Context: an optimization exercise on an open-source flow, tuned for small area and a short achievable clock period. The choices shown serve that exercise and are no tape-out recipe. Only simulation tests tie the RTL to the original design; equivalence was not proved. Power and IR drop assume default switching activity.

==> flow/design.v (outline; a module is shown in full before it is edited, if it fits) <==
// module fpmul_sa: 947 lines
// module fpmul_sb: 479 lines
// module fpmul_fa: 6 lines
// module fpmul_xnor: 5 lines
// module fpmul_or: 5 lines
// module fpmul_sc: 9 lines
// module fpmul_pipe: 27 lines
module fpmul_pipe (clk, oprA, oprB, Result);
  // ...
==> flow/flow/run.sh <==
#!/bin/bash
# The standard layout, except that the port buffers are buf_2 cells rather than the
# clkdlybuf4s50_1 delay cells buffer_ports picks by default.
set -euo pipefail
export BUFFER_PORTS_ARGS="-buffer_cell sky130_fd_sc_hd__buf_2"
bash standard.sh finish > orfs_flow.log 2>&1
==> flow/standard.sh <==
#!/bin/bash
# synth_recipe.tcl (not shown) runs the flow's synth.tcl, then flattens the netlist and writes it again
# the make line also repeats each setting of config.mk as NAME=value (left out here)
make -C /OpenROAD-flow-scripts/flow DESIGN_CONFIG=/design/flow/config.mk WORK_HOME=/design/flow/orfs CLKGATE_MAP_FILE= SYNTH_SCRIPT=/design/flow/synth_recipe.tcl "${@:-finish}"
==> flow/config.mk <==
export PLATFORM = sky130hd
export DESIGN_NAME = fpmul_pipe
export DESIGN_NICKNAME = fpmul_pipe
export VERILOG_FILES = /design/flow/design.v
export SDC_FILE = /design/flow/constraint.sdc
export NUM_CORES = 4
export LEC_CHECK = 0
export CAP_MARGIN = 20
export CORE_MARGIN = 2
export CORE_UTILIZATION = 40
export SETUP_SLACK_MARGIN = 5
export SLEW_MARGIN = 20
export SYNTH_HIERARCHICAL = 1
export SYNTH_MINIMUM_KEEP_SIZE = 0
==> flow/constraint.sdc <==
create_clock -name core_clock -period 9.5 [get_ports {clk}]
set_input_delay 1.9000 -clock core_clock [delete_from_list [all_inputs] [get_ports {clk}]]
set_output_delay 1.9000 -clock core_clock [all_outputs]
set_load 0.01 [all_outputs]
==> flow_summary.yaml, run 1 <==
worst_setup_path:
  critPathTopFamily: "adder cells"
  crit_slowest_cell: "fa_1"
sta:
  finalSetupViolCount: 0
  fmax_ghz: 0.223
  fin_crit_sh_pct: 47.3
  tns_ns: 0
die:
  initial_utilization_pct: 40.8
  die_h_um: 219
  pin_count: 97
  taps: 600
  core_area_um2: 45600
finish:
  drive_above_1_share_pct: 14.6
  syn_to_final_growth_pct: 2.66
  final_common_cell: "xnor2_1"
  n_antenna_cell: 1
  clkCellAreaFrac_pct: 3.11
  reg_top3: "r1_q x128, p2_q x25"
  largest_register_ffs: 128
routing:
  ant_nets: 0
  totalWireLength_um: 53000
  drc: 0
  top_layer: "met4"
  wl_met1_um: 21300
global_routing:
  grt_use_total_pct: 22.9
  grt_pass1_vias: 13416
  antenna_found_initial: 1
  met2_usage_pct: 36.1
  grtUsageMet1_pct: 29.4
  grt_max_degree: 29
clock_tree:
  htree_levels: 4
  cts-resized-gates: 30
logic_synthesis:
  synth_common_cells: "xnor2_1, fa_1, a22oi_1"
  yosysTopAreaCellShare_pct: 29.1
  synthArstFlopShare_pct: 0
  synth_edf_count: 0
  seq_area_frac_synth_pct: 18.4
hold_path:
  min_from: "e1_q[3]"
pwr:
  p_switching_w: 0.00323
  ir_worst_vdd_mv: 0.240
  powerComb_w: 0.00498
flow_run:
  cap_violations: 0
placed_design:
  placed_area_um2: 18200
run_status:
  outcome: "finished clean"
==> module fpmul_sb, before the edit <==
module fpmul_sb (r1, p2);
    input [127:0] r1;
    output [24:0] p2;
    wire a_C125 = r1[0];
    wire a_S127 = r1[1];
    wire a_C126 = r1[2];
    wire a_C127 = r1[3];
    wire a_S129 = r1[4];
    wire a_C128 = r1[5];
    wire a_C129 = r1[6];
    wire a_S131 = r1[7];
    wire a_C130 = r1[8];
    wire a_C131 = r1[9];
    wire a_S133 = r1[10];
    wire a_C132 = r1[11];
    wire a_C133 = r1[12];
    wire a_S135 = r1[13];
    wire a_C134 = r1[14];
    wire a_C135 = r1[15];
    wire a_S137 = r1[16];
    wire a_C136 = r1[17];
    wire a_C137 = r1[18];
    wire a_C138 = r1[19];
    wire a_S139 = r1[20];
    wire a_C139 = r1[21];
    wire a_S141 = r1[22];
    wire a_C140 = r1[23];
    wire a_C141 = r1[24];
    wire a_S143 = r1[25];
    wire a_C142 = r1[26];
    wire a_C143 = r1[27];
    wire a_S145 = r1[28];
    wire a_C144 = r1[29];
    wire a_C145 = r1[30];
    wire a_S147 = r1[31];
    wire a_C146 = r1[32];
    wire a_C147 = r1[33];
    wire a_S149 = r1[34];
    wire a_C148 = r1[35];
    wire a_C149 = r1[36];
    wire a_S151 = r1[37];
    wire a_C150 = r1[38];
    wire a_S153 = r1[39];
    wire a_C151 = r1[40];
    wire a_C152 = r1[41];
    wire a_S116 = r1[42];
    wire a_C180 = r1[43];
    wire a_S181 = r1[44];
    wire a_S118 = r1[45];
    wire a_C181 = r1[46];
    wire a_S182 = r1[47];
    wire a_S120 = r1[48];
    wire a_C182 = r1[49];
    wire a_S183 = r1[50];
    wire a_S122 = r1[51];
    wire a_C183 = r1[52];
    wire a_S184 = r1[53];
    wire a_S124 = r1[54];
    wire a_C184 = r1[55];
    wire a_S185 = r1[56];
    wire a_S126 = r1[57];
    wire a_C185 = r1[58];
    wire a_S186 = r1[59];
    wire a_S128 = r1[60];
    wire a_C186 = r1[61];
    wire a_S130 = r1[62];
    wire a_S132 = r1[63];
    wire a_S134 = r1[64];
    wire a_S136 = r1[65];
    wire a_S138 = r1[66];
    wire a_S140 = r1[67];
    wire a_S142 = r1[68];
    wire a_S144 = r1[69];
    wire a_S146 = r1[70];
    wire a_S148 = r1[71];
    wire a_S150 = r1[72];
    wire a_S152 = r1[73];
    wire a_S154 = r1[74];
    wire a_S156 = r1[75];
    wire a_S201 = r1[76];
    wire a_S158 = r1[77];
    wire a_C201 = r1[78];
    wire a_S202 = r1[79];
    wire a_C158 = r1[80];
    wire a_C202 = r1[81];
    wire a_S203 = r1[82];
    wire a_C160 = r1[83];
    wire a_S204 = r1[84];
    wire a_C203 = r1[85];
    wire a_S164 = r1[86];
    wire a_C204 = r1[87];
    wire a_S205 = r1[88];
    wire a_S166 = r1[89];
    wire a_C205 = r1[90];
    wire a_S206 = r1[91];
    wire a_S168 = r1[92];
    wire a_S207 = r1[93];
    wire a_C206 = r1[94];
    wire a_C214 = r1[95];
    wire a_S215 = r1[96];
    wire a_C215 = r1[97];
    wire a_S216 = r1[98];
    wire a_C216 = r1[99];
    wire a_S217 = r1[100];
    wire a_C217 = r1[101];
    wire a_S218 = r1[102];
    wire a_C218 = r1[103];
    wire a_S219 = r1[104];
    wire a_C219 = r1[105];
    wire a_S220 = r1[106];
    wire a_C220 = r1[107];
    wire a_S221 = r1[108];
    wire a_C221 = r1[109];
    wire a_S222 = r1[110];
    wire a_C222 = r1[111];
    wire a_S250 = r1[112];
    wire a_C250 = r1[113];
    wire a_S251 = r1[114];
    wire a_C251 = r1[115];
    wire a_S252 = r1[116];
    wire a_C252 = r1[117];
    wire a_S253 = r1[118];
    wire a_C253 = r1[119];
    wire a_S254 = r1[120];
    wire a_C254 = r1[121];
    wire a_S255 = r1[122];
    wire a_C255 = r1[123];
    wire a_S256 = r1[124];
    wire a_C256 = r1[125];
    wire a_395 = r1[126];
    wire a_401 = r1[127];
    wire a_S187, a_C187;
    fpmul_fa a_fa187 (.A(a_C125), .B(a_S127), .CIN(a_C126), .COUT(a_C187), .SUM(a_S187));
    wire a_S188, a_C188;
    fpmul_fa a_fa188 (.A(a_C127), .B(a_S129), .CIN(a_C128), .COUT(a_C188), .SUM(a_S188));
    wire a_S189, a_C189;
    fpmul_fa a_fa189 (.A(a_C129), .B(a_S131), .CIN(a_C130), .COUT(a_C189), .SUM(a_S189));
    wire a_S190, a_C190;
    fpmul_fa a_fa190 (.A(a_C131), .B(a_S133), .CIN(a_C132), .COUT(a_C190), .SUM(a_S190));
    wire a_S191, a_C191;
    fpmul_fa a_fa191 (.A(a_C133), .B(a_S135), .CIN(a_C134), .COUT(a_C191), .SUM(a_S191));
    wire a_S192, a_C192;
    fpmul_fa a_fa192 (.A(a_C135), .B(a_S137), .CIN(a_C136), .COUT(a_C192), .SUM(a_S192));
    wire a_S193, a_C193;
    fpmul_fa a_fa193 (.A(a_C137), .B(a_C138), .CIN(a_S139), .COUT(a_C193), .SUM(a_S193));
    wire a_S194, a_C194;
    fpmul_fa a_fa194 (.A(a_C139), .B(a_S141), .CIN(a_C140), .COUT(a_C194), .SUM(a_S194));
    wire a_S195, a_C195;
    fpmul_fa a_fa195 (.A(a_C141), .B(a_S143), .CIN(a_C142), .COUT(a_C195), .SUM(a_S195));
    wire a_S196, a_C196;
    fpmul_fa a_fa196 (.A(a_C143), .B(a_S145), .CIN(a_C144), .COUT(a_C196), .SUM(a_S196));
    wire a_S197, a_C197;
    fpmul_fa a_fa197 (.A(a_C145), .B(a_S147), .CIN(a_C146), .COUT(a_C197), .SUM(a_S197));
    wire a_S198, a_C198;
    fpmul_fa a_fa198 (.A(a_C147), .B(a_S149), .CIN(a_C148), .COUT(a_C198), .SUM(a_S198));
    wire a_S199, a_C199;
    fpmul_fa a_fa199 (.A(a_C149), .B(a_S151), .CIN(a_C150), .COUT(a_C199), .SUM(a_S199));
    wire a_S200, a_C200;
    fpmul_fa a_fa200 (.A(a_S153), .B(a_C151), .CIN(a_C152), .COUT(a_C200), .SUM(a_S200));
    wire a_S223, a_C223;
    fpmul_fa a_fa223 (.A(a_S116), .B(a_C180), .CIN(a_S181), .COUT(a_C223), .SUM(a_S223));
    wire a_S224, a_C224;
    fpmul_fa a_fa224 (.A(a_S118), .B(a_C181), .CIN(a_S182), .COUT(a_C224), .SUM(a_S224));
    wire a_S225, a_C225;
    fpmul_fa a_fa225 (.A(a_S120), .B(a_C182), .CIN(a_S183), .COUT(a_C225), .SUM(a_S225));
    wire a_S226, a_C226;
    fpmul_fa a_fa226 (.A(a_S122), .B(a_C183), .CIN(a_S184), .COUT(a_C226), .SUM(a_S226));
    wire a_S227, a_C227;
    fpmul_fa a_fa227 (.A(a_S124), .B(a_C184), .CIN(a_S185), .COUT(a_C227), .SUM(a_S227));
    wire a_S228, a_C228;
    fpmul_fa a_fa228 (.A(a_S126), .B(a_C185), .CIN(a_S186), .COUT(a_C228), .SUM(a_S228));
    wire a_S229, a_C229;
    fpmul_fa a_fa229 (.A(a_S128), .B(a_C186), .CIN(a_S187), .COUT(a_C229), .SUM(a_S229));
    wire a_S230, a_C230;
    fpmul_fa a_fa230 (.A(a_S130), .B(a_C187), .CIN(a_S188), .COUT(a_C230), .SUM(a_S230));
    wire a_S231, a_C231;
    fpmul_fa a_fa231 (.A(a_S132), .B(a_C188), .CIN(a_S189), .COUT(a_C231), .SUM(a_S231));
    wire a_S232, a_C232;
    fpmul_fa a_fa232 (.A(a_S134), .B(a_C189), .CIN(a_S190), .COUT(a_C232), .SUM(a_S232));
    wire a_S233, a_C233;
    fpmul_fa a_fa233 (.A(a_S136), .B(a_C190), .CIN(a_S191), .COUT(a_C233), .SUM(a_S233));
    wire a_S234, a_C234;
    fpmul_fa a_fa234 (.A(a_S138), .B(a_C191), .CIN(a_S192), .COUT(a_C234), .SUM(a_S234));
    wire a_S235, a_C235;
    fpmul_fa a_fa235 (.A(a_S140), .B(a_C192), .CIN(a_S193), .COUT(a_C235), .SUM(a_S235));
    wire a_S236, a_C236;
    fpmul_fa a_fa236 (.A(a_S142), .B(a_C193), .CIN(a_S194), .COUT(a_C236), .SUM(a_S236));
    wire a_S237, a_C237;
    fpmul_fa a_fa237 (.A(a_S144), .B(a_C194), .CIN(a_S195), .COUT(a_C237), .SUM(a_S237));
    wire a_S238, a_C238;
    fpmul_fa a_fa238 (.A(a_S146), .B(a_C195), .CIN(a_S196), .COUT(a_C238), .SUM(a_S238));
    wire a_S239, a_C239;
    fpmul_fa a_fa239 (.A(a_S148), .B(a_C196), .CIN(a_S197), .COUT(a_C239), .SUM(a_S239));
    wire a_S240, a_C240;
    fpmul_fa a_fa240 (.A(a_S150), .B(a_C197), .CIN(a_S198), .COUT(a_C240), .SUM(a_S240));
    wire a_S241, a_C241;
    fpmul_fa a_fa241 (.A(a_S152), .B(a_C198), .CIN(a_S199), .COUT(a_C241), .SUM(a_S241));
    wire a_S242, a_C242;
    fpmul_fa a_fa242 (.A(a_S154), .B(a_C199), .CIN(a_S200), .COUT(a_C242), .SUM(a_S242));
    wire a_S243, a_C243;
    fpmul_fa a_fa243 (.A(a_S156), .B(a_C200), .CIN(a_S201), .COUT(a_C243), .SUM(a_S243));
    wire a_S244, a_C244;
    fpmul_fa a_fa244 (.A(a_S158), .B(a_C201), .CIN(a_S202), .COUT(a_C244), .SUM(a_S244));
    wire a_S245, a_C245;
    fpmul_fa a_fa245 (.A(a_C158), .B(a_C202), .CIN(a_S203), .COUT(a_C245), .SUM(a_S245));
    wire a_S246, a_C246;
    fpmul_fa a_fa246 (.A(a_C160), .B(a_S204), .CIN(a_C203), .COUT(a_C246), .SUM(a_S246));
    wire a_S247, a_C247;
    fpmul_fa a_fa247 (.A(a_S164), .B(a_C204), .CIN(a_S205), .COUT(a_C247), .SUM(a_S247));
    wire a_S248, a_C248;
    fpmul_fa a_fa248 (.A(a_S166), .B(a_C205), .CIN(a_S206), .COUT(a_C248), .SUM(a_S248));
    wire a_S249, a_C249;
    fpmul_fa a_fa249 (.A(a_S168), .B(a_S207), .CIN(a_C206), .COUT(a_C249), .SUM(a_S249));
    wire b_0 = a_C214 & a_S215;
    wire b_1 = a_C215 & a_S216;
    wire b_2 = a_C216 & a_S217;
    wire b_3 = a_C217 & a_S218;
    wire b_4 = a_C218 & a_S219;
    wire b_5 = a_C219 & a_S220;
    wire b_6 = a_C220 & a_S221;
    wire b_7 = a_C221 & a_S222;
    wire b_8 = a_C222 & a_S223;
    wire b_9 = a_C223 & a_S224;
    wire b_10 = a_C224 & a_S225;
    wire b_11 = a_C225 & a_S226;
    wire b_12 = a_C226 & a_S227;
    wire b_13 = a_C227 & a_S228;
    wire b_14 = a_C228 & a_S229;
    wire b_15 = a_C229 & a_S230;
    wire b_16 = a_C230 & a_S231;
    wire b_17 = a_C231 & a_S232;
    wire b_18 = a_C232 & a_S233;
    wire b_19 = a_C233 & a_S234;
    wire b_20 = a_C234 & a_S235;
    wire b_21 = a_C235 & a_S236;
    wire b_22 = a_C236 & a_S237;
    wire b_23 = a_C237 & a_S238;
    wire b_24 = a_C238 & a_S239;
    wire b_25 = a_C239 & a_S240;
    wire b_26 = a_C240 & a_S241;
    wire b_27 = a_C241 & a_S242;
    wire b_28 = a_C242 & a_S243;
    wire b_29 = a_C243 & a_S244;
    wire b_30 = a_C244 & a_S245;
    wire b_31 = a_C245 & a_S246;
    wire b_32 = a_C246 & a_S247;
    wire b_33 = a_C247 & a_S248;
    wire b_34 = a_C248 & a_S249;
    wire b_35 = a_C249 & a_S250;
    wire b_36 = a_C250 & a_S251;
    wire b_37 = a_C251 & a_S252;
    wire b_38 = a_C252 & a_S253;
    wire b_39 = a_C253 & a_S254;
    wire b_40 = a_C254 & a_S255;
    wire b_41 = a_C255 & a_S256;
    wire b_42 = a_C256 & a_395;
    wire b_43 = (a_C214 & a_S215) | (a_C214 & a_401) | (a_S215 & a_401);
    wire b_44 = a_C214 ^ a_S215;
    wire b_45 = a_C215 ^ a_S216;
    wire b_46 = a_C216 ^ a_S217;
    wire b_47 = a_C217 ^ a_S218;
    wire b_48 = a_C218 ^ a_S219;
    wire b_49 = a_C219 ^ a_S220;
    wire b_50 = a_C220 ^ a_S221;
    wire b_51 = a_C221 ^ a_S222;
    wire b_52 = a_C222 ^ a_S223;
    wire b_53 = a_C223 ^ a_S224;
    wire b_54 = a_C224 ^ a_S225;
    wire b_55 = a_C225 ^ a_S226;
    wire b_56 = a_C226 ^ a_S227;
    wire b_57 = a_C227 ^ a_S228;
    wire b_58 = a_C228 ^ a_S229;
    wire b_59 = a_C229 ^ a_S230;
    wire b_60 = a_C230 ^ a_S231;
    wire b_61 = a_C231 ^ a_S232;
    wire b_62 = a_C232 ^ a_S233;
    wire b_63 = a_C233 ^ a_S234;
    wire b_64 = a_C234 ^ a_S235;
    wire b_65 = a_C235 ^ a_S236;
    wire b_66 = a_C236 ^ a_S237;
    wire b_67 = a_C237 ^ a_S238;
    wire b_68 = a_C238 ^ a_S239;
    wire b_69 = a_C239 ^ a_S240;
    wire b_70 = a_C240 ^ a_S241;
    wire b_71 = a_C241 ^ a_S242;
    wire b_72 = a_C242 ^ a_S243;
    wire b_73 = a_C243 ^ a_S244;
    wire b_74 = a_C244 ^ a_S245;
    wire b_75 = a_C245 ^ a_S246;
    wire b_76 = a_C246 ^ a_S247;
    wire b_77 = a_C247 ^ a_S248;
    wire b_78 = a_C248 ^ a_S249;
    wire b_79 = a_C249 ^ a_S250;
    wire b_80 = a_C250 ^ a_S251;
    wire b_81 = a_C251 ^ a_S252;
    wire b_82 = a_C252 ^ a_S253;
    wire b_83 = a_C253 ^ a_S254;
    wire b_84 = a_C254 ^ a_S255;
    wire b_85 = a_C255 ^ a_S256;
    wire b_86 = a_C256 ^ a_395;
    wire b_87 = b_1 | (b_45 & b_43);
    wire b_88 = b_45 & b_44;
    wire b_89 = b_3 | (b_47 & b_2);
    wire b_90 = b_47 & b_46;
    wire b_91 = b_5 | (b_49 & b_4);
    wire b_92 = b_49 & b_48;
    wire b_93 = b_7 | (b_51 & b_6);
    wire b_94 = b_51 & b_50;
    wire b_95 = b_9 | (b_53 & b_8);
    wire b_96 = b_53 & b_52;
    wire b_97 = b_11 | (b_55 & b_10);
    wire b_98 = b_55 & b_54;
    wire b_99 = b_13 | (b_57 & b_12);
    wire b_100 = b_57 & b_56;
    wire b_101 = b_15 | (b_59 & b_14);
    wire b_102 = b_59 & b_58;
    wire b_103 = b_17 | (b_61 & b_16);
    wire b_104 = b_61 & b_60;
    wire b_105 = b_19 | (b_63 & b_18);
    wire b_106 = b_63 & b_62;
    wire b_107 = b_21 | (b_65 & b_20);
    wire b_108 = b_65 & b_64;
    wire b_109 = b_23 | (b_67 & b_22);
    wire b_110 = b_67 & b_66;
    wire b_111 = b_25 | (b_69 & b_24);
    wire b_112 = b_69 & b_68;
    wire b_113 = b_27 | (b_71 & b_26);
    wire b_114 = b_71 & b_70;
    wire b_115 = b_29 | (b_73 & b_28);
    wire b_116 = b_73 & b_72;
    wire b_117 = b_31 | (b_75 & b_30);
    wire b_118 = b_75 & b_74;
    wire b_119 = b_33 | (b_77 & b_32);
    wire b_120 = b_77 & b_76;
    wire b_121 = b_35 | (b_79 & b_34);
    wire b_122 = b_79 & b_78;
    wire b_123 = b_37 | (b_81 & b_36);
    wire b_124 = b_81 & b_80;
    wire b_125 = b_39 | (b_83 & b_38);
    wire b_126 = b_83 & b_82;
    wire b_127 = b_41 | (b_85 & b_40);
    wire b_128 = b_85 & b_84;
    wire b_129 = b_89 | (b_90 & b_87);
    wire b_130 = b_90 & b_88;
    wire b_131 = b_93 | (b_94 & b_91);
    wire b_132 = b_94 & b_92;
    wire b_133 = b_97 | (b_98 & b_95);
    wire b_134 = b_98 & b_96;
    wire b_135 = b_101 | (b_102 & b_99);
    wire b_136 = b_102 & b_100;
    wire b_137 = b_105 | (b_106 & b_103);
    wire b_138 = b_106 & b_104;
    wire b_139 = b_109 | (b_110 & b_107);
    wire b_140 = b_110 & b_108;
    wire b_141 = b_113 | (b_114 & b_111);
    wire b_142 = b_114 & b_112;
    wire b_143 = b_117 | (b_118 & b_115);
    wire b_144 = b_118 & b_116;
    wire b_145 = b_121 | (b_122 & b_119);
    wire b_146 = b_122 & b_120;
    wire b_147 = b_125 | (b_126 & b_123);
    wire b_148 = b_126 & b_124;
    wire b_149 = b_131 | (b_132 & b_129);
    wire b_150 = b_132 & b_130;
    wire b_151 = b_135 | (b_136 & b_133);
    wire b_152 = b_136 & b_134;
    wire b_153 = b_139 | (b_140 & b_137);
    wire b_154 = b_140 & b_138;
    wire b_155 = b_143 | (b_144 & b_141);
    wire b_156 = b_144 & b_142;
    wire b_157 = b_147 | (b_148 & b_145);
    wire b_158 = b_148 & b_146;
    wire b_159 = b_151 | (b_152 & b_149);
    wire b_160 = b_152 & b_150;
    wire b_161 = b_155 | (b_156 & b_153);
    wire b_162 = b_156 & b_154;
    wire b_163 = b_161 | (b_162 & b_159);
    wire b_164 = b_162 & b_160;
    wire b_165 = b_153 | (b_154 & b_159);
    wire b_166 = b_154 & b_160;
    wire b_167 = b_157 | (b_158 & b_163);
    wire b_168 = b_158 & b_164;
    wire b_169 = b_133 | (b_134 & b_149);
    wire b_170 = b_134 & b_150;
    wire b_171 = b_137 | (b_138 & b_159);
    wire b_172 = b_138 & b_160;
    wire b_173 = b_141 | (b_142 & b_165);
    wire b_174 = b_142 & b_166;
    wire b_175 = b_145 | (b_146 & b_163);
    wire b_176 = b_146 & b_164;
    wire b_177 = b_91 | (b_92 & b_129);
    wire b_178 = b_92 & b_130;
    wire b_179 = b_95 | (b_96 & b_149);
    wire b_180 = b_96 & b_150;
    wire b_181 = b_99 | (b_100 & b_169);
    wire b_182 = b_100 & b_170;
    wire b_183 = b_103 | (b_104 & b_159);
    wire b_184 = b_104 & b_160;
    wire b_185 = b_107 | (b_108 & b_171);
    wire b_186 = b_108 & b_172;
    wire b_187 = b_111 | (b_112 & b_165);
    wire b_188 = b_112 & b_166;
    wire b_189 = b_115 | (b_116 & b_173);
    wire b_190 = b_116 & b_174;
    wire b_191 = b_119 | (b_120 & b_163);
    wire b_192 = b_120 & b_164;
    wire b_193 = b_123 | (b_124 & b_175);
    wire b_194 = b_124 & b_176;
    wire b_195 = b_127 | (b_128 & b_167);
    wire b_196 = b_128 & b_168;
    wire b_197 = b_2 | (b_46 & b_87);
    wire b_198 = b_46 & b_88;
    wire b_199 = b_4 | (b_48 & b_129);
    wire b_200 = b_48 & b_130;
    wire b_201 = b_6 | (b_50 & b_177);
    wire b_202 = b_50 & b_178;
    wire b_203 = b_8 | (b_52 & b_149);
    wire b_204 = b_52 & b_150;
    wire b_205 = b_10 | (b_54 & b_179);
    wire b_206 = b_54 & b_180;
    wire b_207 = b_12 | (b_56 & b_169);
    wire b_208 = b_56 & b_170;
    wire b_209 = b_14 | (b_58 & b_181);
    wire b_210 = b_58 & b_182;
    wire b_211 = b_16 | (b_60 & b_159);
    wire b_212 = b_60 & b_160;
    wire b_213 = b_18 | (b_62 & b_183);
    wire b_214 = b_62 & b_184;
    wire b_215 = b_20 | (b_64 & b_171);
    wire b_216 = b_64 & b_172;
    wire b_217 = b_22 | (b_66 & b_185);
    wire b_218 = b_66 & b_186;
    wire b_219 = b_24 | (b_68 & b_165);
    wire b_220 = b_68 & b_166;
    wire b_221 = b_26 | (b_70 & b_187);
    wire b_222 = b_70 & b_188;
    wire b_223 = b_28 | (b_72 & b_173);
    wire b_224 = b_72 & b_174;
    wire b_225 = b_30 | (b_74 & b_189);
    wire b_226 = b_74 & b_190;
    wire b_227 = b_32 | (b_76 & b_163);
    wire b_228 = b_76 & b_164;
    wire b_229 = b_34 | (b_78 & b_191);
    wire b_230 = b_78 & b_192;
    wire b_231 = b_36 | (b_80 & b_175);
    wire b_232 = b_80 & b_176;
    wire b_233 = b_38 | (b_82 & b_193);
    wire b_234 = b_82 & b_194;
    wire b_235 = b_40 | (b_84 & b_167);
    wire b_236 = b_84 & b_168;
    wire b_237 = b_42 | (b_86 & b_195);
    wire b_238 = b_86 & b_196;
    wire b_239 = ~(b_62 ^ b_183);
    wire b_240 = ~(b_63 ^ b_213);
    wire b_241 = ~(b_64 ^ b_171);
    wire b_242 = ~(b_65 ^ b_215);
    wire b_243 = ~(b_66 ^ b_185);
    wire b_244 = ~(b_67 ^ b_217);
    wire b_245 = ~(b_68 ^ b_165);
    wire b_246 = ~(b_69 ^ b_219);
    wire b_247 = ~(b_70 ^ b_187);
    wire b_248 = ~(b_71 ^ b_221);
    wire b_249 = ~(b_72 ^ b_173);
    wire b_250 = ~(b_73 ^ b_223);
    wire b_251 = ~(b_74 ^ b_189);
    wire b_252 = ~(b_75 ^ b_225);
    wire b_253 = ~(b_76 ^ b_163);
    wire b_254 = ~(b_77 ^ b_227);
    wire b_255 = ~(b_78 ^ b_191);
    wire b_256 = ~(b_79 ^ b_229);
    wire b_257 = ~(b_80 ^ b_175);
    wire b_258 = ~(b_81 ^ b_231);
    wire b_259 = ~(b_82 ^ b_193);
    wire b_260 = ~(b_83 ^ b_233);
    wire b_261 = ~(b_84 ^ b_167);
    wire b_262 = ~(b_85 ^ b_235);
    wire b_263 = ~(b_86 ^ b_195);
    assign p2 = {b_263, b_262, b_261, b_260, b_259, b_258, b_257, b_256, b_255, b_254, b_253, b_252, b_251, b_250, b_249, b_248, b_247, b_246, b_245, b_244, b_243, b_242, b_241, b_240, b_239};
endmodule
==> module fpmul_pipe, before the edit <==
module fpmul_pipe (clk, oprA, oprB, Result);
    input clk;
    input [31:0] oprA, oprB;
    output [31:0] Result;
    wire [127:0] r1_d;
    wire [7:0] e1_d;
    wire s1_d;
    reg [127:0] r1_q;
    reg [7:0] e1_q;
    reg s1_q;
    wire [24:0] p2_d;
    reg [24:0] p2_q;
    reg [7:0] e2_q;
    reg s2_q;
    fpmul_sa u_sa (.oprA(oprA), .oprB(oprB), .r1(r1_d), .e1(e1_d), .s1(s1_d));
    fpmul_sb u_sb (.r1(r1_q), .p2(p2_d));
    fpmul_sc u_sc (.p2(p2_q), .e2(e2_q), .s2(s2_q), .Result(Result));
    always @(posedge clk)
    begin
        r1_q <= r1_d;
        e1_q <= e1_d;
        s1_q <= s1_d;
        p2_q <= p2_d;
        e2_q <= e1_q;
        s2_q <= s1_q;
    end
endmodule
==> run 2: changes to the inputs <==
--- a/flow/design.v
+++ b/flow/design.v
@@ -1,11 +1,11 @@
 module fpmul_sa (oprA, oprB, r1, e1, s1);
     input [31:0] oprA, oprB;
-    output [127:0] r1;
+    output [130:0] r1;
     output [7:0] e1;
     output s1;
     wire [23:0] ma = {1'b1, oprA[22:0]};
     wire [23:0] mb = {1'b1, oprB[22:0]};
     assign e1 = oprA[30:23] + oprB[30:23] + 8'd129;
     assign s1 = oprA[31] ^ oprB[31];
     wire a_0 = mb[0] ^ 1'b0;
     wire a_1 = (mb[1] & ~mb[0] & ~1'b0) | (~mb[1] & mb[0] & 1'b0);
@@ -864,20 +864,16 @@
     wire a_S183, a_C183;
     fpmul_fa a_fa183 (.A(a_C117), .B(a_S119), .CIN(a_C118), .COUT(a_C183), .SUM(a_S183));
     wire a_S184, a_C184;
     fpmul_fa a_fa184 (.A(a_C119), .B(a_C120), .CIN(a_S121), .COUT(a_C184), .SUM(a_S184));
     wire a_S185, a_C185;
     fpmul_fa a_fa185 (.A(a_C121), .B(a_S123), .CIN(a_C122), .COUT(a_C185), .SUM(a_S185));
     wire a_S186, a_C186;
     fpmul_fa a_fa186 (.A(a_C123), .B(a_S125), .CIN(a_C124), .COUT(a_C186), .SUM(a_S186));
-    wire a_S201, a_C201;
-    fpmul_fa a_fa201 (.A(a_C153), .B(a_S155), .CIN(a_C154), .COUT(a_C201), .SUM(a_S201));
-    wire a_S202, a_C202;
-    fpmul_fa a_fa202 (.A(a_C155), .B(a_S157), .CIN(a_C156), .COUT(a_C202), .SUM(a_S202));
     wire a_S203, a_C203;
     fpmul_fa a_fa203 (.A(a_C157), .B(a_S159), .CIN(a_S160), .COUT(a_C203), .SUM(a_S203));
     wire a_S204, a_C204;
     fpmul_fa a_fa204 (.A(a_C159), .B(a_S161), .CIN(a_S162), .COUT(a_C204), .SUM(a_S204));
     wire a_S205, a_C205;
     fpmul_fa a_fa205 (.A(a_C161), .B(a_S163), .CIN(a_C162), .COUT(a_C205), .SUM(a_S205));
     wire a_S206, a_C206;
     fpmul_fa a_fa206 (.A(a_C163), .B(a_S165), .CIN(a_C164), .COUT(a_C206), .SUM(a_S206));
@@ -917,18 +913,16 @@
     wire a_S219, a_C219;
     fpmul_fa a_fa219 (.A(a_S108), .B(a_C176), .CIN(a_S177), .COUT(a_C219), .SUM(a_S219));
     wire a_S220, a_C220;
     fpmul_fa a_fa220 (.A(a_C177), .B(a_S110), .CIN(a_S178), .COUT(a_C220), .SUM(a_S220));
     wire a_S221, a_C221;
     fpmul_fa a_fa221 (.A(a_S112), .B(a_C178), .CIN(a_S179), .COUT(a_C221), .SUM(a_S221));
     wire a_S222, a_C222;
     fpmul_fa a_fa222 (.A(a_S114), .B(a_C179), .CIN(a_S180), .COUT(a_C222), .SUM(a_S222));
-    wire a_S250, a_C250;
-    fpmul_fa a_fa250 (.A(a_S170), .B(a_C207), .CIN(a_S208), .COUT(a_C250), .SUM(a_S250));
     wire a_S251, a_C251;
     fpmul_fa a_fa251 (.A(a_C170), .B(a_S209), .CIN(a_C208), .COUT(a_C251), .SUM(a_S251));
     wire a_S252, a_C252;
     fpmul_fa a_fa252 (.A(a_C172), .B(a_S210), .CIN(a_C209), .COUT(a_C252), .SUM(a_S252));
     wire a_S253, a_C253;
     fpmul_fa a_fa253 (.A(a_S173), .B(a_C210), .CIN(a_S211), .COUT(a_C253), .SUM(a_S253));
     wire a_S254, a_C254;
     fpmul_fa a_fa254 (.A(a_C173), .B(a_S212), .CIN(a_C211), .COUT(a_C254), .SUM(a_S254));
@@ -938,20 +932,20 @@
     fpmul_fa a_fa256 (.A(a_HS37), .B(a_C213), .CIN(a_357), .COUT(a_C256), .SUM(a_S256));
     wire a_395 = a_HC37 ^ a_359;
     wire a_396 = a_HC37 & a_359;
     wire a_397 = a_28 | a_3;
     wire a_398 = a_4 | a_397;
     wire a_399 = (a_33 & a_HS38) | (a_33 & a_398) | (a_HS38 & a_398);
     wire a_400 = (a_HC38 & a_HS39) | (a_HC38 & a_399) | (a_HS39 & a_399);
     wire a_401 = (a_HC39 & a_S214) | (a_HC39 & a_400) | (a_S214 & a_400);
-    assign r1 = {a_401, a_395, a_C256, a_S256, a_C255, a_S255, a_C254, a_S254, a_C253, a_S253, a_C252, a_S252, a_C251, a_S251, a_C250, a_S250, a_C222, a_S222, a_C221, a_S221, a_C220, a_S220, a_C219, a_S219, a_C218, a_S218, a_C217, a_S217, a_C216, a_S216, a_C215, a_S215, a_C214, a_C206, a_S207, a_S168, a_S206, a_C205, a_S166, a_S205, a_C204, a_S164, a_C203, a_S204, a_C160, a_S203, a_C202, a_C158, a_S202, a_C201, a_S158, a_S201, a_S156, a_S154, a_S152, a_S150, a_S148, a_S146, a_S144, a_S142, a_S140, a_S138, a_S136, a_S134, a_S132, a_S130, a_C186, a_S128, a_S186, a_C185, a_S126, a_S185, a_C184, a_S124, a_S184, a_C183, a_S122, a_S183, a_C182, a_S120, a_S182, a_C181, a_S118, a_S181, a_C180, a_S116, a_C152, a_C151, a_S153, a_C150, a_S151, a_C149, a_C148, a_S149, a_C147, a_C146, a_S147, a_C145, a_C144, a_S145, a_C143, a_C142, a_S143, a_C141, a_C140, a_S141, a_C139, a_S139, a_C138, a_C137, a_C136, a_S137, a_C135, a_C134, a_S135, a_C133, a_C132, a_S133, a_C131, a_C130, a_S131, a_C129, a_C128, a_S129, a_C127, a_C126, a_S127, a_C125};
+    assign r1 = {a_401, a_395, a_C256, a_S256, a_C255, a_S255, a_C254, a_S254, a_C253, a_S253, a_C252, a_S252, a_C251, a_S251, a_C222, a_S222, a_C221, a_S221, a_C220, a_S220, a_C219, a_S219, a_C218, a_S218, a_C217, a_S217, a_C216, a_S216, a_C215, a_S215, a_C214, a_S208, a_C207, a_S170, a_C206, a_S207, a_S168, a_S206, a_C205, a_S166, a_S205, a_C204, a_S164, a_C203, a_S204, a_C160, a_S203, a_C158, a_S158, a_S156, a_S154, a_S152, a_S150, a_S148, a_S146, a_S144, a_S142, a_S140, a_S138, a_S136, a_S134, a_S132, a_S130, a_C186, a_S128, a_S186, a_C185, a_S126, a_S185, a_C184, a_S124, a_S184, a_C183, a_S122, a_S183, a_C182, a_S120, a_S182, a_C181, a_S118, a_S181, a_C180, a_S116, a_C156, a_S157, a_C155, a_C154, a_S155, a_C153, a_C152, a_C151, a_S153, a_C150, a_S151, a_C149, a_C148, a_S149, a_C147, a_C146, a_S147, a_C145, a_C144, a_S145, a_C143, a_C142, a_S143, a_C141, a_C140, a_S141, a_C139, a_S139, a_C138, a_C137, a_C136, a_S137, a_C135, a_C134, a_S135, a_C133, a_C132, a_S133, a_C131, a_C130, a_S131, a_C129, a_C128, a_S129, a_C127, a_C126, a_S127, a_C125};
 endmodule
 module fpmul_sb (r1, p2);
-    input [127:0] r1;
+    input [130:0] r1;
     output [24:0] p2;
     wire a_C125 = r1[0];
     wire a_S127 = r1[1];
     wire a_C126 = r1[2];
     wire a_C127 = r1[3];
     wire a_S129 = r1[4];
     wire a_C128 = r1[5];
     wire a_C129 = r1[6];
@@ -985,102 +979,105 @@
     wire a_S149 = r1[34];
     wire a_C148 = r1[35];
     wire a_C149 = r1[36];
     wire a_S151 = r1[37];
     wire a_C150 = r1[38];
     wire a_S153 = r1[39];
     wire a_C151 = r1[40];
     wire a_C152 = r1[41];
-    wire a_S116 = r1[42];
-    wire a_C180 = r1[43];
-    wire a_S181 = r1[44];
-    wire a_S118 = r1[45];
-    wire a_C181 = r1[46];
-    wire a_S182 = r1[47];
-    wire a_S120 = r1[48];
-    wire a_C182 = r1[49];
-    wire a_S183 = r1[50];
-    wire a_S122 = r1[51];
-    wire a_C183 = r1[52];
-    wire a_S184 = r1[53];
-    wire a_S124 = r1[54];
-    wire a_C184 = r1[55];
-    wire a_S185 = r1[56];
-    wire a_S126 = r1[57];
-    wire a_C185 = r1[58];
-    wire a_S186 = r1[59];
-    wire a_S128 = r1[60];
-    wire a_C186 = r1[61];
-    wire a_S130 = r1[62];
-    wire a_S132 = r1[63];
-    wire a_S134 = r1[64];
-    wire a_S136 = r1[65];
-    wire a_S138 = r1[66];
-    wire a_S140 = r1[67];
-    wire a_S142 = r1[68];
-    wire a_S144 = r1[69];
-    wire a_S146 = r1[70];
-    wire a_S148 = r1[71];
-    wire a_S150 = r1[72];
-    wire a_S152 = r1[73];
-    wire a_S154 = r1[74];
-    wire a_S156 = r1[75];
-    wire a_S201 = r1[76];
-    wire a_S158 = r1[77];
-    wire a_C201 = r1[78];
-    wire a_S202 = r1[79];
-    wire a_C158 = r1[80];
-    wire a_C202 = r1[81];
-    wire a_S203 = r1[82];
-    wire a_C160 = r1[83];
-    wire a_S204 = r1[84];
-    wire a_C203 = r1[85];
-    wire a_S164 = r1[86];
-    wire a_C204 = r1[87];
-    wire a_S205 = r1[88];
-    wire a_S166 = r1[89];
-    wire a_C205 = r1[90];
-    wire a_S206 = r1[91];
-    wire a_S168 = r1[92];
-    wire a_S207 = r1[93];
-    wire a_C206 = r1[94];
-    wire a_C214 = r1[95];
-    wire a_S215 = r1[96];
-    wire a_C215 = r1[97];
-    wire a_S216 = r1[98];
-    wire a_C216 = r1[99];
-    wire a_S217 = r1[100];
-    wire a_C217 = r1[101];
-    wire a_S218 = r1[102];
-    wire a_C218 = r1[103];
-    wire a_S219 = r1[104];
-    wire a_C219 = r1[105];
-    wire a_S220 = r1[106];
-    wire a_C220 = r1[107];
-    wire a_S221 = r1[108];
-    wire a_C221 = r1[109];
-    wire a_S222 = r1[110];
-    wire a_C222 = r1[111];
-    wire a_S250 = r1[112];
-    wire a_C250 = r1[113];
-    wire a_S251 = r1[114];
-    wire a_C251 = r1[115];
-    wire a_S252 = r1[116];
-    wire a_C252 = r1[117];
-    wire a_S253 = r1[118];
-    wire a_C253 = r1[119];
-    wire a_S254 = r1[120];
-    wire a_C254 = r1[121];
-    wire a_S255 = r1[122];
-    wire a_C255 = r1[123];
-    wire a_S256 = r1[124];
-    wire a_C256 = r1[125];
-    wire a_395 = r1[126];
-    wire a_401 = r1[127];
+    wire a_C153 = r1[42];
+    wire a_S155 = r1[43];
+    wire a_C154 = r1[44];
+    wire a_C155 = r1[45];
+    wire a_S157 = r1[46];
+    wire a_C156 = r1[47];
+    wire a_S116 = r1[48];
+    wire a_C180 = r1[49];
+    wire a_S181 = r1[50];
+    wire a_S118 = r1[51];
+    wire a_C181 = r1[52];
+    wire a_S182 = r1[53];
+    wire a_S120 = r1[54];
+    wire a_C182 = r1[55];
+    wire a_S183 = r1[56];
+    wire a_S122 = r1[57];
+    wire a_C183 = r1[58];
+    wire a_S184 = r1[59];
+    wire a_S124 = r1[60];
+    wire a_C184 = r1[61];
+    wire a_S185 = r1[62];
+    wire a_S126 = r1[63];
+    wire a_C185 = r1[64];
+    wire a_S186 = r1[65];
+    wire a_S128 = r1[66];
+    wire a_C186 = r1[67];
+    wire a_S130 = r1[68];
+    wire a_S132 = r1[69];
+    wire a_S134 = r1[70];
+    wire a_S136 = r1[71];
+    wire a_S138 = r1[72];
+    wire a_S140 = r1[73];
+    wire a_S142 = r1[74];
+    wire a_S144 = r1[75];
+    wire a_S146 = r1[76];
+    wire a_S148 = r1[77];
+    wire a_S150 = r1[78];
+    wire a_S152 = r1[79];
+    wire a_S154 = r1[80];
+    wire a_S156 = r1[81];
+    wire a_S158 = r1[82];
+    wire a_C158 = r1[83];
+    wire a_S203 = r1[84];
+    wire a_C160 = r1[85];
+    wire a_S204 = r1[86];
+    wire a_C203 = r1[87];
+    wire a_S164 = r1[88];
+    wire a_C204 = r1[89];
+    wire a_S205 = r1[90];
+    wire a_S166 = r1[91];
+    wire a_C205 = r1[92];
+    wire a_S206 = r1[93];
+    wire a_S168 = r1[94];
+    wire a_S207 = r1[95];
+    wire a_C206 = r1[96];
+    wire a_S170 = r1[97];
+    wire a_C207 = r1[98];
+    wire a_S208 = r1[99];
+    wire a_C214 = r1[100];
+    wire a_S215 = r1[101];
+    wire a_C215 = r1[102];
+    wire a_S216 = r1[103];
+    wire a_C216 = r1[104];
+    wire a_S217 = r1[105];
+    wire a_C217 = r1[106];
+    wire a_S218 = r1[107];
+    wire a_C218 = r1[108];
+    wire a_S219 = r1[109];
+    wire a_C219 = r1[110];
+    wire a_S220 = r1[111];
+    wire a_C220 = r1[112];
+    wire a_S221 = r1[113];
+    wire a_C221 = r1[114];
+    wire a_S222 = r1[115];
+    wire a_C222 = r1[116];
+    wire a_S251 = r1[117];
+    wire a_C251 = r1[118];
+    wire a_S252 = r1[119];
+    wire a_C252 = r1[120];
+    wire a_S253 = r1[121];
+    wire a_C253 = r1[122];
+    wire a_S254 = r1[123];
+    wire a_C254 = r1[124];
+    wire a_S255 = r1[125];
+    wire a_C255 = r1[126];
+    wire a_S256 = r1[127];
+    wire a_C256 = r1[128];
+    wire a_395 = r1[129];
+    wire a_401 = r1[130];
     wire a_S187, a_C187;
     fpmul_fa a_fa187 (.A(a_C125), .B(a_S127), .CIN(a_C126), .COUT(a_C187), .SUM(a_S187));
     wire a_S188, a_C188;
     fpmul_fa a_fa188 (.A(a_C127), .B(a_S129), .CIN(a_C128), .COUT(a_C188), .SUM(a_S188));
     wire a_S189, a_C189;
     fpmul_fa a_fa189 (.A(a_C129), .B(a_S131), .CIN(a_C130), .COUT(a_C189), .SUM(a_S189));
     wire a_S190, a_C190;
     fpmul_fa a_fa190 (.A(a_C131), .B(a_S133), .CIN(a_C132), .COUT(a_C190), .SUM(a_S190));
@@ -1099,16 +1096,20 @@
     wire a_S197, a_C197;
     fpmul_fa a_fa197 (.A(a_C145), .B(a_S147), .CIN(a_C146), .COUT(a_C197), .SUM(a_S197));
     wire a_S198, a_C198;
     fpmul_fa a_fa198 (.A(a_C147), .B(a_S149), .CIN(a_C148), .COUT(a_C198), .SUM(a_S198));
     wire a_S199, a_C199;
     fpmul_fa a_fa199 (.A(a_C149), .B(a_S151), .CIN(a_C150), .COUT(a_C199), .SUM(a_S199));
     wire a_S200, a_C200;
     fpmul_fa a_fa200 (.A(a_S153), .B(a_C151), .CIN(a_C152), .COUT(a_C200), .SUM(a_S200));
+    wire a_S201, a_C201;
+    fpmul_fa a_fa201 (.A(a_C153), .B(a_S155), .CIN(a_C154), .COUT(a_C201), .SUM(a_S201));
+    wire a_S202, a_C202;
+    fpmul_fa a_fa202 (.A(a_C155), .B(a_S157), .CIN(a_C156), .COUT(a_C202), .SUM(a_S202));
     wire a_S223, a_C223;
     fpmul_fa a_fa223 (.A(a_S116), .B(a_C180), .CIN(a_S181), .COUT(a_C223), .SUM(a_S223));
     wire a_S224, a_C224;
     fpmul_fa a_fa224 (.A(a_S118), .B(a_C181), .CIN(a_S182), .COUT(a_C224), .SUM(a_S224));
     wire a_S225, a_C225;
     fpmul_fa a_fa225 (.A(a_S120), .B(a_C182), .CIN(a_S183), .COUT(a_C225), .SUM(a_S225));
     wire a_S226, a_C226;
     fpmul_fa a_fa226 (.A(a_S122), .B(a_C183), .CIN(a_S184), .COUT(a_C226), .SUM(a_S226));
@@ -1153,16 +1154,18 @@
     wire a_S246, a_C246;
     fpmul_fa a_fa246 (.A(a_C160), .B(a_S204), .CIN(a_C203), .COUT(a_C246), .SUM(a_S246));
     wire a_S247, a_C247;
     fpmul_fa a_fa247 (.A(a_S164), .B(a_C204), .CIN(a_S205), .COUT(a_C247), .SUM(a_S247));
     wire a_S248, a_C248;
     fpmul_fa a_fa248 (.A(a_S166), .B(a_C205), .CIN(a_S206), .COUT(a_C248), .SUM(a_S248));
     wire a_S249, a_C249;
     fpmul_fa a_fa249 (.A(a_S168), .B(a_S207), .CIN(a_C206), .COUT(a_C249), .SUM(a_S249));
+    wire a_S250, a_C250;
+    fpmul_fa a_fa250 (.A(a_S170), .B(a_C207), .CIN(a_S208), .COUT(a_C250), .SUM(a_S250));
     wire b_0 = a_C214 & a_S215;
     wire b_1 = a_C215 & a_S216;
     wire b_2 = a_C216 & a_S217;
     wire b_3 = a_C217 & a_S218;
     wire b_4 = a_C218 & a_S219;
     wire b_5 = a_C219 & a_S220;
     wire b_6 = a_C220 & a_S221;
     wire b_7 = a_C221 & a_S222;
@@ -1448,20 +1451,20 @@
     wire [22:0] frac = p2[24] ? p2[23:1] : p2[22:0];
     wire [7:0] expo = e2 + {7'd0, p2[24]};
     assign Result = {s2, expo, frac};
 endmodule
 module fpmul_pipe (clk, oprA, oprB, Result);
     input clk;
     input [31:0] oprA, oprB;
     output [31:0] Result;
-    wire [127:0] r1_d;
+    wire [130:0] r1_d;
     wire [7:0] e1_d;
     wire s1_d;
-    reg [127:0] r1_q;
+    reg [130:0] r1_q;
     reg [7:0] e1_q;
     reg s1_q;
     wire [24:0] p2_d;
     reg [24:0] p2_q;
     reg [7:0] e2_q;
     reg s2_q;
     fpmul_sa u_sa (.oprA(oprA), .oprB(oprB), .r1(r1_d), .e1(e1_d), .s1(s1_d));
     fpmul_sb u_sb (.r1(r1_q), .p2(p2_d));
==> run 2 against run 1 <==
- hold slack is essentially flat
- critical path depth grew 1
- via count shrank 0.50%
- wire length shrank 2.8%
- clock skew shrank 0.011 ns
- total power shrank 0.45%
- global-route usage shrank 0.87 points
- sequential share of layout area grew 0.39 points
- first-iteration DRC count shrank 0.50%
- die area grew 0.52%
==> flow_summary.yaml, run 2 <==
die:
  die_h_um: 220
  pin_count: 97
  die_area_um2: 48400
  fp-row-count: 79
  die_w_um: 220
  initial_utilization_pct: 40.3
  core_area_um2: 46400
global_routing:
  antenna_found_initial: 0
  grt_pass1_vias: 13331
  grt_max_degree: 29
  overflow: 0
  grt_pass1_wl_um: 79100
  grt_use_total_pct: 22.1
routing:
  viasPerCell: 5.64
  routedWlPerCell_um: 23.1
  drc: 0
  via_count: 12565
  drtIter0Drc: 1200
  ant_nets: 0
  totalWireLength_um: 51500
  first_pass_iters: 5
clock_tree:
  tritoncts: "built"
  htree_levels: 4
  cts_buffer_depth: 2
  root_buffer: "clkbuf_16"
  cts-buffers-inserted: 17
  clock_latency_ns: 0.49
  clock-sinks: 174
  clk_pin_slew_ns: 0.07
logic_synthesis:
  syn_avg_cell_area_um2: 10.5
  synth_largest_area_cell: "fa_1"
  synthTopCellsByArea: "fa_1, dfxtp_1, xnor2_1, a22oi_1, buf_4"
  syn_area_um2: 18700
  synth.ff_latch_count: 174
  synth_compound_area_share_pct: 13.4
  ys.flop_type: "dfxtp_1"
  synthSimpleGateAreaFrac_pct: 4.19
  syn_inst: 1775
  yosys.area_share.adder_pct: 34.0
  synthDistinctLibCells: 56
  synth_edf_count: 0
  synth_common_cells: "xnor2_1, fa_1, a22oi_1"
  synth.most_common_cell: "xnor2_1"
  synthArstFlopShare_pct: 0
  synth_top_family_by_area: "adder cells"
  yosysWarnings: 7
  synth_mux_area_share_pct: 1.39
  seq_area_frac_synth_pct: 18.7
  yosys.area_share.xor_xnor_pct: 16.8
  yosysTopAreaCellShare_pct: 28.9
worst_setup_path:
  cp.required_ns: 9.86
  path_max_fanout: 24
  crit_type: "in -> reg"
  critPathArrivalTime_ns: 4.82
  cp-end-kind: "flop"
  start_kind: "input port"
finish:
  nNetsFinal: 2016
  layout_common_cells: "xnor2_1, fa_1, a22oi_1, dfxtp_1, buf_2"
  final_common_cell: "xnor2_1"
  fillers: 4415
  final_util_pct: 41.0
  n_antenna_cell: 0
  top_register: "r1_q"
  drive_above_1_share_pct: 13.2
  largest_register_ffs: 131
  reg_top3: "r1_q x131, p2_q x25"
  syn_to_final_growth_pct: 1.68
sta:
  drv_slew: 0
  fin_crit_sh_pct: 46.9
  finClkSkew_ns: 0.00670
  tns_ns: 0
  finalSetupViolCount: 0
  period_needed_ns: 4.45
  slew_headroom_pct: 45.3
  rsz0062_at_grt: "false"
  fmax_ghz: 0.225
  tightestPinTransition_ns: 0.812
  hold_violations: 0
placed_design:
  numPortBuffers: 96
  hpwl_um: 34800
  gp_congestion: 0.883
flow_run:
  cap_violations: 0
pwr:
  ir_worst_vdd_mv: 0.215
  leakagePower_nw: 7.11
  powerDensity_nw_per_um2: 372
hold_path:
  hold_path.class: "reg -> reg"
run_status:
  outcome: "finished clean"
run 2: cell count changes in the layout (fill, tap and decap cells not counted), moves of 5 or more:
cell | before | now
fa_1 | 261 | 269
fa_2 | 9 | 1
o21ai_1 | 2 | 9
o21ai_2 | 6 | 1
run 2: timing repair:
action,CTS,global route
resized for setup,25,10
setup endpoints to repair,89,47
gates cloned,1,0
buffers inserted,0,1
hold buffers,0,0
pin swaps,1,1
run 2: cell type report:
cell class	instances	area [um2]	share of cell area, %
tap	607	759	4.00
timing repair buffer	113	627	3.30
inverter	64	265	1.40
clock inverter	8	129	0.679
multi-input combinational	1237	13200	69.7
clock buffer	23	488	2.57
sequential	174	3480	18.3
run 2: final timing paths:
check | start | end | slack, ns | cells past startpoint
min reg2reg | s1_q | s2_q | 0.33 | 0
min | s1_q | s2_q | 0.33 | 0
max reg2reg | r1_q[21] | p2_q[20] | 5.33 | 12
max | oprB[11] | r1_q[84] | 5.05 | 10
run 2: report_power, final:
group	total, W	switching, W	leakage [nW]	internal [W]
logic	0.00491	0.00268	5.34	0.00223
registers	0.00141	0.000202	1.47	0.00121
clock network	0.000749	0.000309	0.300	0.000441
total	0.00706	0.00319	7.11	0.00387
run 2: stage by stage:
| stage | total power [W] | hold slack [ns] | instance area, um2 | setup slack (ns) | cells |
|---|---|---|---|---|---|
| after floorplan | 0.00681 | 0.310 | 18800 | 4.99 | 1786 |
| after global placement | 0.00626 | 0.310 | 18200 | 3.97 | 2193 |
| after detailed placement | 0.00636 | 0.313 | 18200 | 4.00 | 2193 |
| after CTS | 0.00716 | 0.327 | 18900 | 4.96 | 2225 |
| after global routing | 0.00790 | 0.331 | 19000 | 5.01 | 2226 |
| final | 0.00706 | 0.327 | 19000 | 5.05 | 2226 |
run 2: routing by layer:
layer / GRT usage (%) / share of wire [%]
met3: 6.71 / 10
met4: 8.70 / 2.9
met2: 34.9 / 47
met5: 0.208 / 0
met1: 28.2 / 40
run 2: kinds of logic after synthesis:
group                    count (synthesis)
adder cells (fa/ha/maj)                346
AND/OR/NAND/NOR                        147
buffers and inverters                  376
flip-flops                             174
AO/OA/AOI/OAI                          350
XOR/XNOR                               358
multiplexers                            23
other                                    1
run 2: Yosys stat by module, one instance, submodules excluded:
module      times used  cells
fpmul_sa             1   1033
fpmul_pipe           1    174
fpmul_sb             1    201
fpmul_sc             1     42
fpmul_fa           257      1
fpmul_xnor          34      1
fpmul_or            34      1
run 2: worst max-delay path, cell delays in order:
cell      delay, ns
buf_2          0.16
nand3b_1       0.19
o21ai_2        0.06
buf_4          0.35
a21oi_1        0.14
xnor2_1        0.17
fa_1           0.49
fa_1           0.42
fa_1           0.50
fa_1           0.41
==> run 3: changes to the inputs <==
--- a/flow/config.mk
+++ b/flow/config.mk
@@ -10,2 +10,3 @@
 export CORE_UTILIZATION = 40
+export CTS_BUF_LIST = sky130_fd_sc_hd__clkbuf_4 sky130_fd_sc_hd__clkbuf_8
 export SETUP_SLACK_MARGIN = 5
==> run 3 against run 2 <==
- design area is 1.1% lower
- sequential share of layout area increased by 0.20 points
- first-iteration DRC count decreased by 8.0%
- critical path type unchanged
==> flow_summary.yaml, run 3 <==
clock_tree:
  root_buffer: "clkbuf_8"
  clock_latency_ns: 0.56
  tritoncts: "built"
  clock-sinks: 174
  cts_buffer_depth: 2
  htree_levels: 4
  cts-buffers-inserted: 17
  clk_pin_slew_ns: 0.08
logic_synthesis:
  yosysWarnings: 7
  seq_area_frac_synth_pct: 18.7
  synth.ff_latch_count: 174
  synthArstFlopShare_pct: 0
  syn_inst: 1775
  synthTopCellsByArea: "fa_1, dfxtp_1, xnor2_1, a22oi_1, buf_4"
  yosysTopAreaCellShare_pct: 28.9
  syn_avg_cell_area_um2: 10.5
  synth_common_cells: "xnor2_1, fa_1, a22oi_1"
  synthDistinctLibCells: 56
  synth.most_common_cell: "xnor2_1"
  ys.flop_type: "dfxtp_1"
  syn_area_um2: 18700
  synth_edf_count: 0
  synth_largest_area_cell: "fa_1"
pwr:
  leakagePower_nw: 7.03
  p_clk_share_pct: 8.4
  p_switching_w: 0.00317
  switching_share_pct: 46.0
  power_frac_seq_pct: 20.4
  internal-power_w: 0.00372
  powerDensity_nw_per_um2: 367
  p_comb_share_pct: 71.2
  ir_worst_vdd_mv: 0.216
  power_w: 0.00689
die:
  pin_count: 97
  die_w_um: 220
  die_area_um2: 48400
  fp-row-count: 79
  initial_utilization_pct: 40.3
  core_area_um2: 46400
  die_h_um: 220
worst_setup_path:
  cp.required_ns: 9.93
  cp-end-kind: "flop"
  critPathArrivalTime_ns: 4.89
  crit_type: "in -> reg"
  r2r_start: "r1_q[3]"
  crit_path_cell_trace: "buf_2, ha_2, nand2_1, xor2_1, fa_1, fa_1, fa_1"
  crit_end: "r1_q[115]"
  rr_worst_depth: 12
  crit_slowest_cell: "ha_2"
  start_kind: "input port"
  crit_start: "oprB[11]"
  r2r-end: "p2_q[15]"
  cp_common_cell: "fa_1"
  path_max_fanout: 24
  cpPeakStageDelay_ns: 0.80
  ff2ff_setup_slack_ns: 5.33
global_routing:
  overflow: 0
  grt_max_degree: 29
  antenna_found_initial: 0
  grt_use_total_pct: 22.1
  grt_pass1_wl_um: 79100
  grt_pass1_vias: 13301
finish:
  reg_top3: "r1_q x131, p2_q x25"
  drive_above_1_share_pct: 13.3
  layout_common_cells: "xnor2_1, fa_1, a22oi_1, dfxtp_1, buf_2"
  final_common_cell: "xnor2_1"
  final_util_pct: 40.5
  fillers: 4436
  nNetsFinal: 2016
  multiInputGateArea_um2: 13200
  largest_register_ffs: 131
  top_register: "r1_q"
  instances_no_fill: 2227
  syn_to_final_growth_pct: 0.583
  regArea_um2: 3480
sta:
  period_needed_ns: 4.47
  tightestPinTransition_ns: 0.825
  fin_ws_ns: 5.03
  fmax_ghz: 0.224
  tns_ns: 0
  finClkSkew_ns: 0.0136
  drv_slew: 0
  finalSetupViolCount: 0
  slew_headroom_pct: 44.4
  hold_violations: 0
  fin_crit_sh_pct: 47.0
  rsz0062_at_grt: "false"
routing:
  totalWireLength_um: 51300
  drtIter0Drc: 1104
  drc: 0
  routedWlPerCell_um: 23.0
  ant_nets: 0
  via_count: 12534
  first_pass_iters: 6
  viasPerCell: 5.63
run_status:
  outcome: "finished clean"
flow_run:
  cap_violations: 0
hold_path:
  hold_path.class: "reg -> reg"
placed_design:
  numPortBuffers: 96
  hpwl_um: 34800
  pre_cts_slack_ns: 4.00
  gp_congestion: 0.883
  placedCellCount: 2193
[run 3: cell types whose count changed in the layout (fill, tap and decap cells not counted)]
cell and change:
clkbuf_4 +2, buf_4 +1, buf_6 -1, diode_2 +1
ha_2 +2, ha_4 -2, clkbuf_8 +17, clkbuf_16 -17
clkbuf_1 -2
[run 3: modules after synthesis, one instance, submodules excluded]
| module | cells inside | flops+latches | times used |
|---|---|---|---|
| fpmul_sa | 1033 | 0 | 1 |
| fpmul_pipe | 174 | 174 | 1 |
| fpmul_sb | 201 | 0 | 1 |
| fpmul_sc | 42 | 0 | 1 |
| fpmul_fa | 1 | 0 | 257 |
| fpmul_xnor | 1 | 0 | 34 |
| fpmul_or | 1 | 0 | 34 |
[run 3: timing repair]
action                     4_1_cts  5_1_grt
hold endpoints to repair         0        0
pin swaps                        1        1
hold buffers                     0        0
setup buffers                    0        1
setup endpoints to repair       76       47
gates resized for setup         19       14
gates cloned                     1        0
[run 3: metrics by stage]
step | area, um2 | hold WS, ns
after global routing | 18800 | 0.338
after detailed placement | 18200 | 0.313
final | 18800 | 0.332
after global placement | 18200 | 0.310
after floorplan | 18800 | 0.310
after CTS | 18700 | 0.332
[run 3: kinds of logic after synthesis]
| family | after synthesis | synth area share, % |
|---|---|---|
| compound gates | 350 | 13.4 |
| simple gates | 147 | 4.19 |
| mux | 23 | 1.39 |
| fa+ha+maj | 346 | 34.0 |
| buf+inv | 376 | 11.5 |
| other cells | 1 | 0.0201 |
| xor+xnor | 358 | 16.8 |
| flops | 174 | 18.7 |
[run 3: cell type report]
cell class                 instances  share of cell area [%]
inverter                          64                    1.41
tap                              607                    4.04
clock buffer                      23                    1.62
timing repair buffer             113                    3.32
sequential                       174                    18.5
clock inverter                     8                   0.686
multi-input combinational       1237                    70.4
antenna                            1                  0.0133
[run 3: layer usage]
metal / share of wire, % / GRT usage, % / vias up / wire, um
met4: 3.3 / 9.08 / 0 / 1680
met3: 9.6 / 6.60 / 126 / 4920
met5: 0 / 0.208 / - / 0
li1: - / - / 5387 / -
met1: 41 / 28.2 / 6386 / 21000
met2: 46 / 34.7 / 635 / 23700
[run 3: power groups by stage]
stage	clock (W)	sequential [W]	combinational, W
floorplan	0	0.00137	0.00544
global placement	0	0.00142	0.00484
detailed placement	0	0.00143	0.00493
CTS	0.000603	0.00141	0.00497
global route	0.000632	0.00145	0.00564
finish	0.000580	0.00141	0.00490
[run 3: worst min path at each step]
stage | start | end | cells past startpoint
finish | s1_q | s2_q | 0
global route | e1_q[7] | e2_q[7] | 0
CTS | e1_q[7] | e2_q[7] | 0
detailed placement | e1_q[4] | e2_q[4] | 0
global placement | s1_q | s2_q | 0
floorplan | e1_q[0] | e2_q[0] | 0
[run 3: critical path, delay by kind of cell]
family / cells / cell delay (ns)
fa+ha+maj: 4 / 2.28
xor+xnor: 1 / 0.42
buf+inv: 1 / 0.15
simple gates: 1 / 0.14
==> run 4: changes to the inputs <==
==> flow/flow/run.sh (replaced) <==
#!/bin/bash
# The standard layout, except that the port buffers are buf_2 cells rather than the
# clkdlybuf4s50_1 delay cells buffer_ports picks by default, and that timing repair aims
# for a setup slack of 4.8 ns at the 9.5 ns clock.
set -euo pipefail
export BUFFER_PORTS_ARGS="-buffer_cell sky130_fd_sc_hd__buf_2"
export SETUP_SLACK_MARGIN=4.8
bash standard.sh finish > orfs_flow.log 2>&1
--- a/flow/config.mk
+++ b/flow/config.mk
@@ -11,3 +11,2 @@
 export CTS_BUF_LIST = sky130_fd_sc_hd__clkbuf_4 sky130_fd_sc_hd__clkbuf_8
-export SETUP_SLACK_MARGIN = 5
 export SLEW_MARGIN = 20
==> run 4 against run 3 <==
- still clean
- first-iteration DRC count up 17%
- sequential cell count unchanged
- sequential power about the same
- critical endpoint is now r1_q[65]
- area after synthesis unchanged
- wire length up 0.98%
==> flow_summary.yaml, run 4 <==
sta:
  drv_slew: 0
  rsz0062_at_grt: "false"
  fin_crit_sh_pct: 49.4
  hold_violations: 0
  tns_ns: 0
  fmax_ghz: 0.213
  slew_headroom_pct: 28.0
  tightestPinTransition_ns: 1.08
  fin_ws_ns: 4.81
  period_needed_ns: 4.69
  finClkSkew_ns: 0.0184
  finalSetupViolCount: 0
finish:
  layout_common_cells: "xnor2_1, fa_1, a22oi_1, dfxtp_1, buf_2"
  nNetsFinal: 2015
  top_register: "r1_q"
  drive_above_1_share_pct: 12.8
  reg_top3: "r1_q x131, p2_q x25"
  fillers: 4458
  final_common_cell: "xnor2_1"
  largest_register_ffs: 131
  syn_to_final_growth_pct: 0.0136
worst_setup_path:
  critPathArrivalTime_ns: 5.11
  start_kind: "input port"
  r2r_start: "r1_q[0]"
  crit_path_cell_trace: "buf_6, ha_2, nor2b_2, inv_4, xnor2_1, xnor2_1, fa_1, fa_1, fa_1"
  path_max_fanout: 28
  crit_start: "oprB[1]"
  critPathTopFamily: "adder cells"
  cp.required_ns: 9.92
  r2r-end: "p2_q[21]"
  ff2ff_setup_slack_ns: 5.06
  cp_common_cell: "fa_1"
  crit_end: "r1_q[65]"
  crit_buf_inv: 2
  rr_worst_depth: 12
  crit_type: "in -> reg"
  cp.depth: 9
  cp-end-kind: "flop"
  crit_slowest_cell: "nor2b_2"
  cpPeakStageDelay_ns: 0.50
routing:
  via_count: 12722
  first_pass_iters: 6
  drtIter0Drc: 1296
  routedWlPerCell_um: 23.3
  totalWireLength_um: 51800
  ant_nets: 0
  drc: 0
  viasPerCell: 5.71
clock_tree:
  clk_pin_slew_ns: 0.11
  postCtsSetupBuffers: 0
  root_buffer: "clkbuf_8"
  clock_latency_ns: 0.54
  hold_buffers: 0
  cts_buffer_depth: 2
  clock-sinks: 174
  cts-buffers-inserted: 17
  tritoncts: "built"
  htree_levels: 4
logic_synthesis:
  synth_edf_count: 0
  seq_area_frac_synth_pct: 18.7
  synthDistinctLibCells: 56
  synth.most_common_cell: "xnor2_1"
  synth.ff_latch_count: 174
  yosysTopAreaCellShare_pct: 28.9
  syn_area_um2: 18700
  synth_largest_area_cell: "fa_1"
  synth_common_cells: "xnor2_1, fa_1, a22oi_1"
  syn_inst: 1775
  ys.flop_type: "dfxtp_1"
  yosysWarnings: 7
  synthArstFlopShare_pct: 0
  synthTopCellsByArea: "fa_1, dfxtp_1, xnor2_1, a22oi_1, buf_4"
  syn_avg_cell_area_um2: 10.5
pwr:
  ir_worst_vdd_mv: 0.308
  leakagePower_nw: 7.00
  powerDensity_nw_per_um2: 373
flow_run:
  cap_violations: 0
global_routing:
  grt_pass1_vias: 13279
  grt_use_total_pct: 22.0
  grt_max_degree: 29
  overflow: 0
  antenna_found_initial: 0
  grt_pass1_wl_um: 79400
run_status:
  outcome: "finished clean"
die:
  die_w_um: 220
  die_area_um2: 48400
  initial_utilization_pct: 40.3
  fp-row-count: 79
  die_h_um: 220
  core_area_um2: 46400
  pin_count: 97
placed_design:
  gp_congestion: 0.875
  pre_cts_slack_ns: 3.54
  hpwl_um: 35500
  numPortBuffers: 96
hold_path:
  hold_path.class: "reg -> reg"
-- run 4: logic make-up (layout without fill, tap and decap cells) --
family / count (synthesis) / in the layout / share of synthesized area [%]
AOI/OAI and AO/OA: 350 / 350 / 13.4
and+or+nand+nor: 147 / 147 / 4.19
muxes: 23 / 23 / 1.39
adders and majority gates: 346 / 346 / 34.0
other: 1 / 13 / 0.0201
buffers and inverters: 376 / 209 / 11.5
xor gates and xnor gates: 358 / 358 / 16.8
DFF: 174 / 174 / 18.7
-- run 4: power by group --
part           switching (W)  internal [W]  leakage [nW]  total, W
clock network       0.000340      0.000226         0.212  0.000566
logic                0.00274       0.00226          5.32   0.00500
registers           0.000192       0.00120          1.47   0.00140
-- run 4: stage by stage --
step	total power, W	hold WS [ns]	cell area (um2)	utilization, %	instances
after floorplan	0.00681	0.310	18700	-	1786
final	0.00696	0.335	18700	40.3	2227
after detailed placement	0.00646	0.312	18200	39.2	2194
after global routing	0.00778	0.347	18700	40.3	2226
after CTS	0.00706	0.339	18600	40.2	2226
after global placement	0.00628	0.310	18200	39.2	2194
-- run 4: per-module statistics from Yosys (local to each module, per instance) --
module / flip-flops and latches / area [um2] / copies in the design / cells
fpmul_sc: 0 / 414 / 1 / 42
fpmul_sa: 0 / 7410 / 1 / 1033
fpmul_pipe: 174 / 3480 / 1 / 174
fpmul_fa: 0 / 20.0 / 257 / 1
fpmul_or: 0 / 6.26 / 34 / 1
fpmul_sb: 0 / 1710 / 1 / 201
fpmul_xnor: 0 / 8.76 / 34 / 1
-- run 4: layer usage --
layer  share of wire [%]  GRT usage [%]  vias to the layer above
met4                 3.2           8.48                        0
met5                   0              0                        -
li1                    -              -                     5388
met3                 9.8           5.53                      117
met1                  41           28.5                     6466
met2                  46           35.3                      751
-- run 4: area by class of cell --
| class | instances | area [um2] | area share, % |
|---|---|---|---|
| Antenna cell | 1 | 2.50 | 0.0134 |
| Clock buffer | 17 | 234 | 1.25 |
| Clock inverter | 15 | 194 | 1.04 |
| Inverter | 64 | 255 | 1.37 |
| Multi-Input combinational cell | 1236 | 13100 | 70.3 |
| Sequential cell | 174 | 3480 | 18.7 |
| Tap cell | 607 | 759 | 4.07 |
| Timing Repair Buffer | 113 | 614 | 3.29 |
-- run 4: how the worst min path moves through the flow --
stage             from       to  slack, ns  cells after the start
6_report       e1_q[4]  e2_q[4]       0.33                      0
5_1_grt        e1_q[4]  e2_q[4]       0.35                      0
4_1_cts        e1_q[4]  e2_q[4]       0.34                      0
3_5_place_dp   e1_q[3]  e2_q[3]       0.31                      0
3_3_place_gp      s1_q     s2_q       0.31                      0
2_1_floorplan  e1_q[0]  e2_q[0]       0.31                      0
-- run 4: what timing repair did --
| item | CTS | global route |
|---|---|---|
| gates cloned | 0 | 0 |
| gates resized for setup | 13 | 9 |
| setup endpoints to repair | 76 | 33 |

[afterwards: timing with drivers on the ports]
How much do the figures lean on ideal ports? The routed layouts below were timed once more, with nothing changed but the port constraints.
Step 1 sets driving cells, clkbuf_16 on the clock port and buf_2 on the other inputs (assumed; they add their load-dependent delay and slew).
Step 2 moves the port delays by t, midway between the first and last clock arrival at a register: inputs arrive t later, outputs are due t later. That takes back most of the time a late clock gives input paths.
Three values: ideal ports, drivers, drivers and shift; two values: the first two.
| run | shift t [ns] | setup slack, ns | cell pins on the clock port's net |
|---|---|---|---|
| run 1 | 0.538 | 5.007 / 4.965 / 4.427 | 1 |
| run 2 | 0.534 | 5.047 / 5.082 / 4.548 | 1 |
| run 3 | 0.597 | 5.034 / 5.067 / 4.469 | 1 |
| run 4 | 0.578 | 4.808 / 4.820 / 4.242 | 1 |
After both steps every run listed still meets setup and hold. For run 1, which loses most, drivers alone change the setup slack by -0.042 ns; drivers and shift together by -0.580 ns.
